Background: an optimization exercise with open tools, aiming at small area and a short achievable clock period. Do not read the settings as production practice.
The RTL was checked by simulation tests, not by an equivalence proof against the original design.
No activity file was given, so power comes from the tool's default toggle rates.

==> flow/design.v <==
module sync_fifo #(parameter depth=64,parameter n=8,parameter addr_n=6)(input [n-1:0]din,input clk,rst,w_en,r_en,output reg [n-1:0]dout,output full,empty);
  localparam LO = 9;
  localparam HI = 7;
  reg [n-1:0] mem [0:LO*HI-1];
  reg [LO-1:0] wlo, rlo;
  reg [HI-1:0] whi, rhi;
  reg [addr_n-1:0] cnt;
  reg e_r, f_r;
  assign empty = e_r;
  assign full  = f_r;
  wire wr = w_en & ~f_r;
  wire rd = r_en & ~e_r;
  integer i, j;
  always @(posedge clk) begin
    for (i = 0; i < HI; i = i + 1)
      for (j = 0; j < LO; j = j + 1)
        if (wr & whi[i] & wlo[j])
          mem[i*LO+j] <= din;
  end
  reg [n-1:0] rdata;
  reg [n-1:0] row;
  always @* begin
    rdata = {n{1'b0}};
    for (i = 0; i < HI; i = i + 1) begin
      row = {n{1'b0}};
      for (j = 0; j < LO; j = j + 1)
        row = row | (mem[i*LO+j] & {n{rlo[j]}});
      rdata = rdata | (row & {n{rhi[i]}});
    end
  end
  always @(posedge clk) begin
    if (rst) begin
      wlo <= 1; whi <= 1;
      rlo <= 1; rhi <= 1;
      cnt <= 0; e_r <= 1'b1; f_r <= 1'b0;
      dout <= 0;
    end else begin
      if (wr) begin
        wlo <= {wlo[LO-2:0], wlo[LO-1]};
        if (wlo[LO-1]) whi <= {whi[HI-2:0], whi[HI-1]};
      end
      if (rd) begin
        dout <= rdata;
        rlo <= {rlo[LO-2:0], rlo[LO-1]};
        if (rlo[LO-1]) rhi <= {rhi[HI-2:0], rhi[HI-1]};
      end
      if (wr & ~rd) begin
        cnt <= cnt + 1'b1;
        e_r <= 1'b0;
        f_r <= (cnt == 6'd62);
      end else if (rd & ~wr) begin
        cnt <= cnt - 1'b1;
        f_r <= 1'b0;
        e_r <= (cnt == 6'd1);
      end
    end
  end
endmodule
==> flow/config.mk <==
export PLATFORM = sky130hd
export DESIGN_NAME = sync_fifo
export DESIGN_NICKNAME = sync_fifo
export VERILOG_FILES = /design/flow/design.v
export SDC_FILE = /design/flow/constraint.sdc
export NUM_CORES = 4
export LEC_CHECK = 0
export CAP_MARGIN = 20
export CORE_MARGIN = 2
export CORE_UTILIZATION = 60
export CTS_BUF_LIST = sky130_fd_sc_hd__clkbuf_4 sky130_fd_sc_hd__clkbuf_8
export SETUP_SLACK_MARGIN = 2.1
export SLEW_MARGIN = 20
export TNS_END_PERCENT = 10
==> flow/constraint.sdc <==
create_clock -name core_clock -period 4.0 [get_ports {clk}]
set_input_delay 0.8000 -clock core_clock [delete_from_list [all_inputs] [get_ports {clk}]]
set_output_delay 0.8000 -clock core_clock [all_outputs]
set_load 0.01 [all_outputs]
run.sh (not shown) runs the stock make flow with config.mk's settings and CLKGATE_MAP_FILE= SYNTH_SCRIPT=/design/flow/synth_recipe.tcl, a recipe that flattens the netlist after the stock synthesis.
Change:
Settings changed: ABC_CLOCK_PERIOD_IN_PS set to 1500, CORE_UTILIZATION 60 to 65, CTS_BUF_LIST sky130_fd_sc_hd__clkbuf_4 sky130_fd_sc_hd__clkbuf_8 to unset, SETUP_SLACK_MARGIN 2.1 to 2.3, TNS_END_PERCENT 10 to unset.
Hold slack improved by 0.021 ns.
Area after synthesis stays the same.
Cell area climbs by 2.7%.
Global-route usage climbs by 2.3 points.
Sequential power stays flat.
Total power climbs by 5.0%.
Clock skew is about the same.
Cell count drops by 4.6%.
Sequential share of layout area drops by 1.7 points.
Worst setup slack improved by 0.11 ns.
Via count climbs by 3.0%.
Change:
Settings changed: ABC_CLOCK_PERIOD_IN_PS 1500 to unset, CORE_UTILIZATION 65 to 60, CTS_BUF_LIST set to sky130_fd_sc_hd__clkbuf_8, CTS_CLUSTER_SIZE set to 25, SETUP_SLACK_MARGIN 2.3 to 2.1, TNS_END_PERCENT set to 10.
Non-clock buffer count is lower by 28.
Register-to-register slack gets worse by 0.17 ns.
Wire length is lower by 1.5%.
Cell area is lower by about 3.4%.
First-iteration DRC count is lower by about 16%.
Total power is lower by about 8%.
Utilization is lower by 8.9 points.
Fmax is lower by about 8%.
Synthesized cell count is unchanged.
Change:
Settings changed: CORE_UTILIZATION 60 to 40, CTS_BUF_LIST sky130_fd_sc_hd__clkbuf_8 to unset, CTS_CLUSTER_SIZE 25 to unset, SETUP_SLACK_MARGIN 2.1 to unset, TNS_END_PERCENT 10 to unset.
The new run finished clean. Flip-flop and latch count stays the same. Cell area goes down by 2.2%. Synthesized cell count stays the same. Worst setup slack loses 0.89 ns. Die area goes up by 49%. Routed wire length goes down by 6.7%.


Another version of the RTL of sync_fifo (not shown whole).
For scale: about 1200 cells after synthesis, roughly 550 flip-flops, ~0.020 mm2 of cells after synthesis.
clock: 4.0 ns
lec_check: 0
cap_margin: 20
core_margin: 2
core_utilization: 60
setup_slack_margin: 2.2
slew_margin: 20
tns_end_percent: 30
standard.sh (not shown) runs the stock make flow with config.mk's settings and CLKGATE_MAP_FILE= SYNTH_SCRIPT=/design/flow/synth_recipe.tcl, a recipe that flattens the netlist after the stock synthesis.
==> flow/flow/run.sh <==
#!/bin/bash
# Standard ORFS layout (the standard.sh) with three changes:
#  - ports are buffered with buf_4 instead of the delay cell buffer_ports picks by default;
#  - CTS uses larger sink clusters and no dummy loads;
#  - a222oi_1 (only one, weak drive strength) is kept out of mapping; the platform's
#    own don't-use list is repeated since this setting replaces it.
set -euo pipefail
bash standard.sh \
  "BUFFER_PORTS_ARGS=-buffer_cell sky130_fd_sc_hd__buf_4" \
  "CTS_ARGS=-sink_clustering_enable -repair_clock_nets -sink_clustering_size 25 -sink_clustering_max_diameter 100 -dont_use_dummy_load" \
  "DONT_USE_CELLS=sky130_fd_sc_hd__probe_p_8 sky130_fd_sc_hd__probec_p_8 sky130_fd_sc_hd__lpflow_bleeder_1 sky130_fd_sc_hd__lpflow_clkbufkapwr_1 sky130_fd_sc_hd__lpflow_clkbufkapwr_16 sky130_fd_sc_hd__lpflow_clkbufkapwr_2 sky130_fd_sc_hd__lpflow_clkbufkapwr_4 sky130_fd_sc_hd__lpflow_clkbufkapwr_8 sky130_fd_sc_hd__lpflow_clkinvkapwr_1 sky130_fd_sc_hd__lpflow_clkinvkapwr_16 sky130_fd_sc_hd__lpflow_clkinvkapwr_2 sky130_fd_sc_hd__lpflow_clkinvkapwr_4 sky130_fd_sc_hd__lpflow_clkinvkapwr_8 sky130_fd_sc_hd__lpflow_decapkapwr_12 sky130_fd_sc_hd__lpflow_decapkapwr_3 sky130_fd_sc_hd__lpflow_decapkapwr_4 sky130_fd_sc_hd__lpflow_decapkapwr_6 sky130_fd_sc_hd__lpflow_decapkapwr_8 sky130_fd_sc_hd__lpflow_inputiso0n_1 sky130_fd_sc_hd__lpflow_inputiso0p_1 sky130_fd_sc_hd__lpflow_inputiso1n_1 sky130_fd_sc_hd__lpflow_inputiso1p_1 sky130_fd_sc_hd__lpflow_inputisolatch_1 sky130_fd_sc_hd__lpflow_isobufsrc_1 sky130_fd_sc_hd__lpflow_isobufsrc_16 sky130_fd_sc_hd__lpflow_isobufsrc_2 sky130_fd_sc_hd__lpflow_isobufsrc_4 sky130_fd_sc_hd__lpflow_isobufsrc_8 sky130_fd_sc_hd__lpflow_isobufsrckapwr_16 sky130_fd_sc_hd__lpflow_lsbuf_lh_hl_isowell_tap_1 sky130_fd_sc_hd__lpflow_lsbuf_lh_hl_isowell_tap_2 sky130_fd_sc_hd__lpflow_lsbuf_lh_hl_isowell_tap_4 sky130_fd_sc_hd__lpflow_lsbuf_lh_isowell_4 sky130_fd_sc_hd__lpflow_lsbuf_lh_isowell_tap_1 sky130_fd_sc_hd__lpflow_lsbuf_lh_isowell_tap_2 sky130_fd_sc_hd__lpflow_lsbuf_lh_isowell_tap_4 sky130_fd_sc_hd__a222oi_1 sky130_fd_sc_hd__a2111oi_0 sky130_fd_sc_hd__o21ai_0 sky130_fd_sc_hd__and2_0" \
  finish > standard.log 2>&1
Next try:
--- a/flow/config.mk
+++ b/flow/config.mk
@@ -8,5 +8,5 @@
 export CAP_MARGIN = 20
 export CORE_MARGIN = 2
-export CORE_UTILIZATION = 60
+export CORE_UTILIZATION = 72
 export SETUP_SLACK_MARGIN = 2.2
 export SLEW_MARGIN = 20
Result: The changed run completed with no timing, DRC or antenna violations. Non-clock buffer count climbs by 5. Wire length drops by 2.0%. Power drops by 0.55%. Clock skew drops by 8.2 ps. Design area hardly moves.
Next try:
--- a/flow/config.mk
+++ b/flow/config.mk
@@ -8,6 +8,6 @@
 export CAP_MARGIN = 20
 export CORE_MARGIN = 2
-export CORE_UTILIZATION = 72
-export SETUP_SLACK_MARGIN = 2.2
+export CORE_UTILIZATION = 60
+export SETUP_SLACK_MARGIN = 2.15
 export SLEW_MARGIN = 20
-export TNS_END_PERCENT = 30
+export TNS_END_PERCENT = 20
Effect: Power hardly moves; worst setup slack got worse by 19 ps; wire length rises by 3.3%; utilization falls by 13 points; fmax falls by 0.99%; sequential share of layout area falls by 0.17 points; global-route usage falls by 4.8 points; synthesized area does not change; clock power barely changes; final cell count rises by 4.1%; clock-buffer cell count is unchanged.
Next try:
--- a/flow/config.mk
+++ b/flow/config.mk
@@ -9,5 +9,5 @@
 export CORE_MARGIN = 2
 export CORE_UTILIZATION = 60
-export SETUP_SLACK_MARGIN = 2.15
+export SETUP_SLACK_MARGIN = 2.2
 export SLEW_MARGIN = 20
 export TNS_END_PERCENT = 20
Effect: Global-route usage rose by 0.88 points. Clock power is about the same. Core utilization rose by 0.26 points.

re-timing with driven ports:
Ports are ideal in the flow. The routed layouts listed here were re-timed in OpenROAD.
Step 1: set_driving_cell puts a clkbuf_16 on clk and a buf_2 on each other input, an assumption about the parent block.
Step 2, shift: input delay + t, output delay - t, t = (earliest + latest rising clock arrival at the registers) / 2. This alone moves slack from input paths to output paths.
Slacks: ideal / step 1 / step 2; pairs: ideal / step 1.
run | shift t [ns] | slack for setup (ns) | worst data-port slew with drivers (ns)
the first run of note 1 | 0.681 | 1.869 / 1.856 / 1.609 | 0.03
the second run of note 1 | 0.610 | 1.978 / 1.978 / 1.629 | 0.03
the third run of note 1 | 0.689 | 1.805 / 1.805 / 1.608 | 0.03
the fourth run of note 1 | 0.649 | 0.919 / 0.919 / 0.761 | 0.06
the first run of note 2 | 0.599 | 2.143 / 2.093 / 1.756 | 0.03
the second run of note 2 | 0.586 | 2.140 / 2.090 / 1.711 | 0.03
the third run of note 2 | 0.602 | 2.121 / 2.065 / 1.597 | 0.03
the fourth run of note 2 | 0.595 | 2.139 / 2.085 / 1.712 | 0.03
After both steps every run listed still meets setup and hold. The setup slack of the third run of note 2, which loses most, moves by -0.056 ns with the drivers and by -0.524 ns with both steps.
